Background: an optimization exercise with open tools, aiming at small area and a short achievable clock period. Do not read the settings as production practice. At most, simulation tests tie the RTL to the original design; equivalence was not proved.

Design mac, start of the top module:
module mac #(
    parameter N = 32
  )(
    input  wire                clk,
    input  wire                arst_n,
    input  wire                ce,
    input  wire                sload,
    input  wire signed [N-1:0] A,
    input  wire signed [N-1:0] B,
    output wire                pvalid,
    output wire signed [N-1:0] P
  );
Settings: LEC_CHECK=0, CAP_MARGIN=60, CORE_MARGIN=2, CORE_UTILIZATION=40, SETUP_SLACK_MARGIN=5, SLEW_MARGIN=60, SYNTH_HIERARCHICAL=1; clock period 16.5 ns.
standard.sh (not shown) runs the stock make flow with config.mk's settings and CLKGATE_MAP_FILE= SYNTH_SCRIPT=/design/flow/synth_recipe.tcl, a recipe that flattens the netlist after the stock synthesis.
==> flow/flow/run.sh <==
#!/bin/bash
# Layout flow: the standard flow (standard.sh) with three changes.
#  1. After the standard synthesis, combinational cells that ABC upsized but
#     that drive only a few loads get their smallest size back
#     (flow/downsize.tcl); nothing else in the netlist changes.
#  2. Ports are buffered with buf_2 cells instead of clkdlybuf4s50_1, the
#     delay cell that buffer_ports picks by default.
#  3. Timing repair aims at 9.3 ns of setup slack (a 7.2 ns period) instead
#     of config.mk's SETUP_SLACK_MARGIN; the clock and constraints are the same.
# Each step's output goes to its own log here; ORFS's own logs are under orfs/logs.
set -euo pipefail
bash standard.sh synth > synth.log 2>&1
SYNTH_ODB=$PWD/orfs/results/sky130hd/mac/base/1_synth.odb \
  openroad -no_init -exit flow/downsize.tcl > downsize.log 2>&1
BUFFER_PORTS_ARGS="-buffer_cell sky130_fd_sc_hd__buf_2" \
  bash standard.sh SETUP_SLACK_MARGIN=9.3 finish > layout.log 2>&1
==> flow/flow/downsize.tcl <==
# Give combinational cells that synthesis upsized, but that drive at most
# MAX_FANOUT loads, their smallest drive strength again. Registers, buffers
# and inverters are left alone; repair_design later fixes any slew or
# capacitance this breaks.
set max_fanout 3
set odb_file $::env(SYNTH_ODB)
read_db $odb_file
set db [ord::get_db]
set block [ord::get_db_block]
set count 0
foreach inst [$block getInsts] {
  set m [[$inst getMaster] getName]
  if {![regexp {^(sky130_fd_sc_hd__([a-z0-9]+))_([0-9]+)$} $m -> base kind size]} { continue }
  if {$size == 1 || $size == 0} { continue }
  if {[regexp {^(df|edf|sdf|dl|buf|clkbuf|inv|clkinv|dly|clkdly|conb|tap|fill|decap)} $kind]} { continue }
  set small [$db findMaster ${base}_1]
  if {$small eq "NULL"} { continue }
  set fanout 0
  foreach it [$inst getITerms] {
    if {![$it isOutputSignal]} { continue }
    set net [$it getNet]
    if {$net eq "NULL"} { continue }
    incr fanout [expr {[llength [$net getITerms]] - 1 + [llength [$net getBTerms]]}]
  }
  if {$fanout > $max_fanout} { continue }
  if {[$inst swapMaster $small]} { incr count }
}
puts "downsize: $count instances set to their smallest size"
write_db $odb_file
Change:
==> flow/run.sh (new file) <==
#!/bin/bash
# synth_recipe.tcl (not shown) runs the flow's synth.tcl, then flattens the netlist and writes it again
# the make line also repeats each setting of config.mk as NAME=value (left out here)
make -C /OpenROAD-flow-scripts/flow DESIGN_CONFIG=/design/flow/config.mk WORK_HOME=/design/flow/orfs CLKGATE_MAP_FILE= SYNTH_SCRIPT=/design/flow/synth_recipe.tcl finish
removed: flow/flow/run.sh
removed: flow/flow/downsize.tcl
removed: flow/standard.sh
Register-to-register slack degrades by 0.16 ns; routed wire length rises by a little under a tenth; design area rises by about a fifth.
No functional check of the RTL was part of any run of this note.

* * *

mac, a different RTL version from the one above (not shown whole).
Size in the first run: about 100 I/O pins, about 27000 µm² of cells after synthesis.
Design mac, start of the top module:
module mac #(
    parameter N = 32
  )(
    input  wire                clk,
    input  wire                arst_n,
    input  wire                ce,
    input  wire                sload,
    input  wire signed [N-1:0] A,
    input  wire signed [N-1:0] B,
    output wire                pvalid,
    output wire signed [N-1:0] P
  );
  reg  [31:0] a_n;
  reg  [15:0] one_n;
  reg  [15:0] two_n;
  reg  [15:0] neg;
  reg  [31:0] acc_hi;
  reg  [31:0] acc_lo;
  reg         sl;
  reg         hz;
  reg         pv;
  reg         v;
  wire [63:0] acc_in = {acc_hi & {32{~hz}}, acc_lo};
  wire [63:0] row0;
  wire [63:0] row1;
  wire [63:0] sum;
  wire [32:0] bx = {B, 1'b0};
  wire [15:0] b_one;
  wire [15:0] b_two;
  genvar j;
  generate
    for (j = 0; j < 16; j = j + 1) begin : enc
      assign b_one[j] = bx[2*j+1] ^ bx[2*j];
      assign b_two[j] = (bx[2*j+2] & ~bx[2*j+1] & ~bx[2*j]) | (~bx[2*j+2] & bx[2*j+1] & bx[2*j]);
    end
  endgenerate
  ...
Settings: LEC_CHECK=0, CAP_MARGIN=60, CORE_MARGIN=2, CORE_UTILIZATION=40, SETUP_SLACK_MARGIN=5, SLEW_MARGIN=60, SYNTH_HIERARCHICAL=1; clock period 16.5 ns.
==> flow/flow/run.sh <==
#!/bin/bash
# Layout flow: the standard flow (standard.sh) with two changes.
#  1. After the standard synthesis, combinational cells that ABC upsized but
#     that drive only a few loads get their smallest size back
#     (flow/downsize.tcl); nothing else in the netlist changes.
#  2. Ports are buffered with buf_2 cells instead of clkdlybuf4s50_1, the
#     delay cell that buffer_ports picks by default.
# Each step's output goes to its own log here; ORFS's own logs are under orfs/logs.
set -euo pipefail
bash standard.sh synth > synth.log 2>&1
SYNTH_ODB=$PWD/orfs/results/sky130hd/mac/base/1_synth.odb \
  openroad -no_init -exit flow/downsize.tcl > downsize.log 2>&1
BUFFER_PORTS_ARGS="-buffer_cell sky130_fd_sc_hd__buf_2" \
  bash standard.sh finish > layout.log 2>&1
==> flow/flow/downsize.tcl <==
# Give combinational cells that synthesis upsized, but that drive at most
# MAX_FANOUT loads, their smallest drive strength again. Registers, buffers
# and inverters are left alone; repair_design later fixes any slew or
# capacitance this breaks.
set max_fanout 3
set odb_file $::env(SYNTH_ODB)
read_db $odb_file
set db [ord::get_db]
set block [ord::get_db_block]
set count 0
foreach inst [$block getInsts] {
  set m [[$inst getMaster] getName]
  if {![regexp {^(sky130_fd_sc_hd__([a-z0-9]+))_([0-9]+)$} $m -> base kind size]} { continue }
  if {$size == 1 || $size == 0} { continue }
  if {[regexp {^(df|edf|sdf|dl|buf|clkbuf|inv|clkinv|dly|clkdly|conb|tap|fill|decap)} $kind]} { continue }
  set small [$db findMaster ${base}_1]
  if {$small eq "NULL"} { continue }
  set fanout 0
  foreach it [$inst getITerms] {
    if {![$it isOutputSignal]} { continue }
    set net [$it getNet]
    if {$net eq "NULL"} { continue }
    incr fanout [expr {[llength [$net getITerms]] - 1 + [llength [$net getBTerms]]}]
  }
  if {$fanout > $max_fanout} { continue }
  if {[$inst swapMaster $small]} { incr count }
}
puts "downsize: $count instances set to their smallest size"
write_db $odb_file
The starting point ran to the end with no violations.
Next try:
==> flow/run.sh (new file) <==
#!/bin/bash
# synth_recipe.tcl (not shown) runs the flow's synth.tcl, then flattens the netlist and writes it again
# the make line also repeats each setting of config.mk as NAME=value (left out here)
make -C /OpenROAD-flow-scripts/flow DESIGN_CONFIG=/design/flow/config.mk WORK_HOME=/design/flow/orfs CLKGATE_MAP_FILE= SYNTH_SCRIPT=/design/flow/synth_recipe.tcl finish
removed: flow/flow/run.sh
removed: flow/flow/downsize.tcl
removed: flow/standard.sh
Effect: Clock-buffer cell count increases by 1. Sequential share of layout area decreases by 1.9 points. Final area came out higher by 15%.

* * *

Another version of the RTL of mac (not shown whole).
Size in the first run: roughly 100 I/O pins.
clock: 16.5 ns
lec_check: 0
cap_margin: 20
core_margin: 2
core_utilization: 60
setup_slack_margin: 5
slew_margin: 20
synth_hierarchical: 1
==> flow/flow/run.sh <==
#!/bin/bash
# Layout flow: the standard flow (standard.sh) with four changes.
#  1. After the standard synthesis, combinational cells that ABC upsized but
#     that drive only a few loads get their smallest size back
#     (flow/downsize.tcl); nothing else in the netlist changes.
#  2. Ports are buffered with buf_2 cells instead of clkdlybuf4s50_1, the
#     delay cell that buffer_ports picks by default.
#  3. Timing repair aims at 9.3 ns of setup slack (a 7.2 ns period) instead
#     of config.mk's SETUP_SLACK_MARGIN; the clock and constraints are the same.
#  4. The pin placer keeps ce, arst_n, sload, pvalid and P on one edge
#     (flow/pins.tcl), so the paths from ce and arst_n to the outputs stay short.
# Each step's output goes to its own log here; ORFS's own logs are under orfs/logs.
set -euo pipefail
bash standard.sh synth > synth.log 2>&1
SYNTH_ODB=$PWD/orfs/results/sky130hd/mac/base/1_synth.odb \
  openroad -no_init -exit flow/downsize.tcl > downsize.log 2>&1
PRE_IO_PLACEMENT_TCL=$PWD/flow/pins.tcl \
BUFFER_PORTS_ARGS="-buffer_cell sky130_fd_sc_hd__buf_2" \
  bash standard.sh SETUP_SLACK_MARGIN=9.3 finish > layout.log 2>&1
Other scripts of this flow, unchanged in this note and not shown: flow/flow/downsize.tcl, flow/flow/pins.tcl
The first run finished clean.
Edit:
- CTS_BUF_LIST: default -> sky130_fd_sc_hd__clkbuf_8
- CTS_CLUSTER_DIAMETER: default -> 40
- CTS_CLUSTER_SIZE: default -> 10
Worst setup slack gains 0.020 ns.
Design area drops by 0.40%.
Synthesized cell count is unchanged.
Edit:
- CTS_CLUSTER_DIAMETER: 40 -> 30
- CTS_CLUSTER_SIZE: 10 -> 8
The new run produced a clean layout. Wire length is unchanged. Clock-buffer cell count does not change. Worst setup slack does not change. Die area does not change. Sequential share of layout area does not change. Synthesized area stays the same. Final area does not change.

* * *

mac, a different RTL version from the one above (not shown whole).
For scale: roughly 2300 cells after synthesis, about 100 I/O pins, roughly 0.026 mm2 of cells after synthesis.
export LEC_CHECK = 0
export CAP_MARGIN = 20
export CORE_MARGIN = 2
export CORE_UTILIZATION = 60
export SETUP_SLACK_MARGIN = 5
export SLEW_MARGIN = 20
export SYNTH_HIERARCHICAL = 1
create_clock -name core_clock -period 16.5 [get_ports {clk}]
==> flow/flow/run.sh <==
#!/bin/bash
# Layout flow: the standard flow (standard.sh) with two changes.
#  1. After the standard synthesis, combinational cells that ABC upsized but
#     that drive only a few loads get their smallest size back
#     (flow/downsize.tcl); nothing else in the netlist changes.
#  2. Ports are buffered with buf_2 cells instead of clkdlybuf4s50_1, the
#     delay cell that buffer_ports picks by default.
# Each step's output goes to its own log here; ORFS's own logs are under orfs/logs.
set -euo pipefail
bash standard.sh synth > synth.log 2>&1
SYNTH_ODB=$PWD/orfs/results/sky130hd/mac/base/1_synth.odb \
  openroad -no_init -exit flow/downsize.tcl > downsize.log 2>&1
BUFFER_PORTS_ARGS="-buffer_cell sky130_fd_sc_hd__buf_2" \
  bash standard.sh finish > layout.log 2>&1
==> flow/flow/downsize.tcl <==
# Give combinational cells that synthesis upsized, but that drive at most
# MAX_FANOUT loads, their smallest drive strength again. Registers, buffers
# and inverters are left alone; repair_design later fixes any slew or
# capacitance this breaks.
set max_fanout 3
set odb_file $::env(SYNTH_ODB)
read_db $odb_file
set db [ord::get_db]
set block [ord::get_db_block]
set count 0
foreach inst [$block getInsts] {
  set m [[$inst getMaster] getName]
  if {![regexp {^(sky130_fd_sc_hd__([a-z0-9]+))_([0-9]+)$} $m -> base kind size]} { continue }
  if {$size == 1 || $size == 0} { continue }
  if {[regexp {^(df|edf|sdf|dl|buf|clkbuf|inv|clkinv|dly|clkdly|conb|tap|fill|decap)} $kind]} { continue }
  set small [$db findMaster ${base}_1]
  if {$small eq "NULL"} { continue }
  set fanout 0
  foreach it [$inst getITerms] {
    if {![$it isOutputSignal]} { continue }
    set net [$it getNet]
    if {$net eq "NULL"} { continue }
    incr fanout [expr {[llength [$net getITerms]] - 1 + [llength [$net getBTerms]]}]
  }
  if {$fanout > $max_fanout} { continue }
  if {[$inst swapMaster $small]} { incr count }
}
puts "downsize: $count instances set to their smallest size"
write_db $odb_file
The starting point ran to the end with no violations.
Then changed:
--- a/flow/flow/run.sh
+++ b/flow/flow/run.sh
@@ -1,3 +1,3 @@
 #!/bin/bash
-# Layout flow: the standard flow (standard.sh) with two changes.
+# Layout flow: the standard flow (standard.sh) with four changes.
 #  1. After the standard synthesis, combinational cells that ABC upsized but
@@ -7,2 +7,6 @@
 #     delay cell that buffer_ports picks by default.
+#  3. Timing repair aims at 9.3 ns of setup slack (a 7.2 ns period) instead
+#     of config.mk's SETUP_SLACK_MARGIN; the clock and constraints are the same.
+#  4. The pin placer keeps ce, arst_n, sload, pvalid and P on one edge
+#     (flow/pins.tcl), so the paths from ce and arst_n to the outputs stay short.
 # Each step's output goes to its own log here; ORFS's own logs are under orfs/logs.
@@ -12,3 +16,4 @@
   openroad -no_init -exit flow/downsize.tcl > downsize.log 2>&1
+PRE_IO_PLACEMENT_TCL=$PWD/flow/pins.tcl \
 BUFFER_PORTS_ARGS="-buffer_cell sky130_fd_sc_hd__buf_2" \
-  bash standard.sh finish > layout.log 2>&1
+  bash standard.sh SETUP_SLACK_MARGIN=9.3 finish > layout.log 2>&1
==> flow/flow/pins.tcl (new file) <==
# Keep the ports whose paths cross the design in one cycle (ce, arst_n ->
# P, pvalid) together on the top edge; the operands go on the other edges.
set_io_pin_constraint -pin_names {ce arst_n sload pvalid P[*]} -region top:*
set_io_pin_constraint -pin_names {A[*]} -region left:*
set_io_pin_constraint -pin_names {B[*]} -region right:*
--- a/flow/config.mk
+++ b/flow/config.mk
@@ -9,3 +9,3 @@
 export CORE_MARGIN = 2
-export CORE_UTILIZATION = 60
+export CORE_UTILIZATION = 70
 export SETUP_SLACK_MARGIN = 5
What happened: The new run ran to the end with no violations. Synthesized cell count is unchanged. Non-clock buffer count climbs by 6. Routed wire length climbs by 1.1%. First-iteration DRC count climbs by about 7%. Die area drops by 14%. Worst setup slack improves by 260 ps.

* * *

mac again, from the RTL that the note above started with.
clock: 16.5 ns
lec_check: 0
cap_margin: 20
core_margin: 2
core_utilization: 60
setup_slack_margin: 5
slew_margin: 20
synth_hierarchical: 1
==> flow/flow/run.sh <==
#!/bin/bash
# Layout flow: the standard flow (standard.sh) with three changes.
#  1. After the standard synthesis, combinational cells that ABC upsized but
#     that drive only a few loads get their smallest size back
#     (flow/downsize.tcl); nothing else in the netlist changes.
#  2. Ports are buffered with buf_2 cells instead of clkdlybuf4s50_1, the
#     delay cell that buffer_ports picks by default.
#  3. Timing repair aims at 9.3 ns of setup slack (a 7.2 ns period) instead
#     of config.mk's SETUP_SLACK_MARGIN; the clock and constraints are the same.
# Each step's output goes to its own log here; ORFS's own logs are under orfs/logs.
set -euo pipefail
bash standard.sh synth > synth.log 2>&1
SYNTH_ODB=$PWD/orfs/results/sky130hd/mac/base/1_synth.odb \
  openroad -no_init -exit flow/downsize.tcl > downsize.log 2>&1
BUFFER_PORTS_ARGS="-buffer_cell sky130_fd_sc_hd__buf_2" \
  bash standard.sh SETUP_SLACK_MARGIN=9.3 finish > layout.log 2>&1
Scripts as last shown in full above: flow/flow/downsize.tcl
Rerun with:
==> flow/flow/run.sh (replaced) <==
#!/bin/bash
# Layout flow: the standard flow (standard.sh) with two changes.
#  1. After the standard synthesis, combinational cells that ABC upsized but
#     that drive only a few loads get their smallest size back
#     (flow/downsize.tcl); nothing else in the netlist changes.
#  2. Ports are buffered with buf_2 cells instead of clkdlybuf4s50_1, the
#     delay cell that buffer_ports picks by default.
# Each step's output goes to its own log here; ORFS's own logs are under orfs/logs.
set -euo pipefail
bash standard.sh synth > synth.log 2>&1
SYNTH_ODB=$PWD/orfs/results/sky130hd/mac/base/1_synth.odb \
  openroad -no_init -exit flow/downsize.tcl > downsize.log 2>&1
BUFFER_PORTS_ARGS="-buffer_cell sky130_fd_sc_hd__buf_2" \
  bash standard.sh finish > layout.log 2>&1
CAP_MARGIN = 60   (was 20)
SLEW_MARGIN = 60   (was 20)
The new run completed without violations.
Final cell count stays flat.
Cell area is lower by 1.4%.
Sequential cell count is unchanged.
Routed wire length is higher by 0.33%.
Die area is unchanged.

[separate check: timing with driven ports]
Ports are ideal in the flow. The routed layouts listed here were re-timed in OpenROAD. Step 1 sets driving cells, clkbuf_16 on the clock port and buf_2 on the other inputs (assumed; they add their load-dependent delay and slew). Step 2 moves the port delays by t, midway between the first and last clock arrival at a register: inputs arrive t later, outputs are due t later. That takes back most of the time a late clock gives input paths. a / b / c = ideal / step 1 / step 2; a / b = the first two.
| run | t (ns) | setup WS [ns] | worst register clock-pin slew, ns |
|---|---|---|---|
| the first run of note 1 | 0.560 | 9.115 / 9.064 / 9.064 | 0.09 / 0.09 |
| the second run of note 1 | 0.572 | 8.559 / 8.540 / 8.540 | 0.10 / 0.10 |
| the first run of note 2 | 0.550 | 8.928 / 8.921 / 8.921 | 0.08 / 0.08 |
| the second run of note 2 | 0.567 | 8.586 / 8.567 / 8.567 | 0.09 / 0.09 |
| the first run of note 3 | 0.565 | 9.267 / 9.091 / 9.091 | 0.09 / 0.09 |
| the second run of note 3 | 0.654 | 9.287 / 9.088 / 9.088 | 0.13 / 0.13 |
| the third run of note 3 | 0.654 | 9.287 / 9.088 / 9.088 | 0.13 / 0.13 |
| the first run of note 4 | 0.562 | 8.869 / 8.845 / 8.845 | 0.10 / 0.10 |
| the second run of note 4 | 0.568 | 9.126 / 9.073 / 9.073 | 0.08 / 0.08 |
| the first run of note 5 | 0.558 | 9.066 / 9.016 / 9.016 | 0.09 / 0.09 |
| the second run of note 5 | 0.556 | 8.855 / 8.832 / 8.832 | 0.10 / 0.10 |
After both steps every run listed still meets setup and hold.
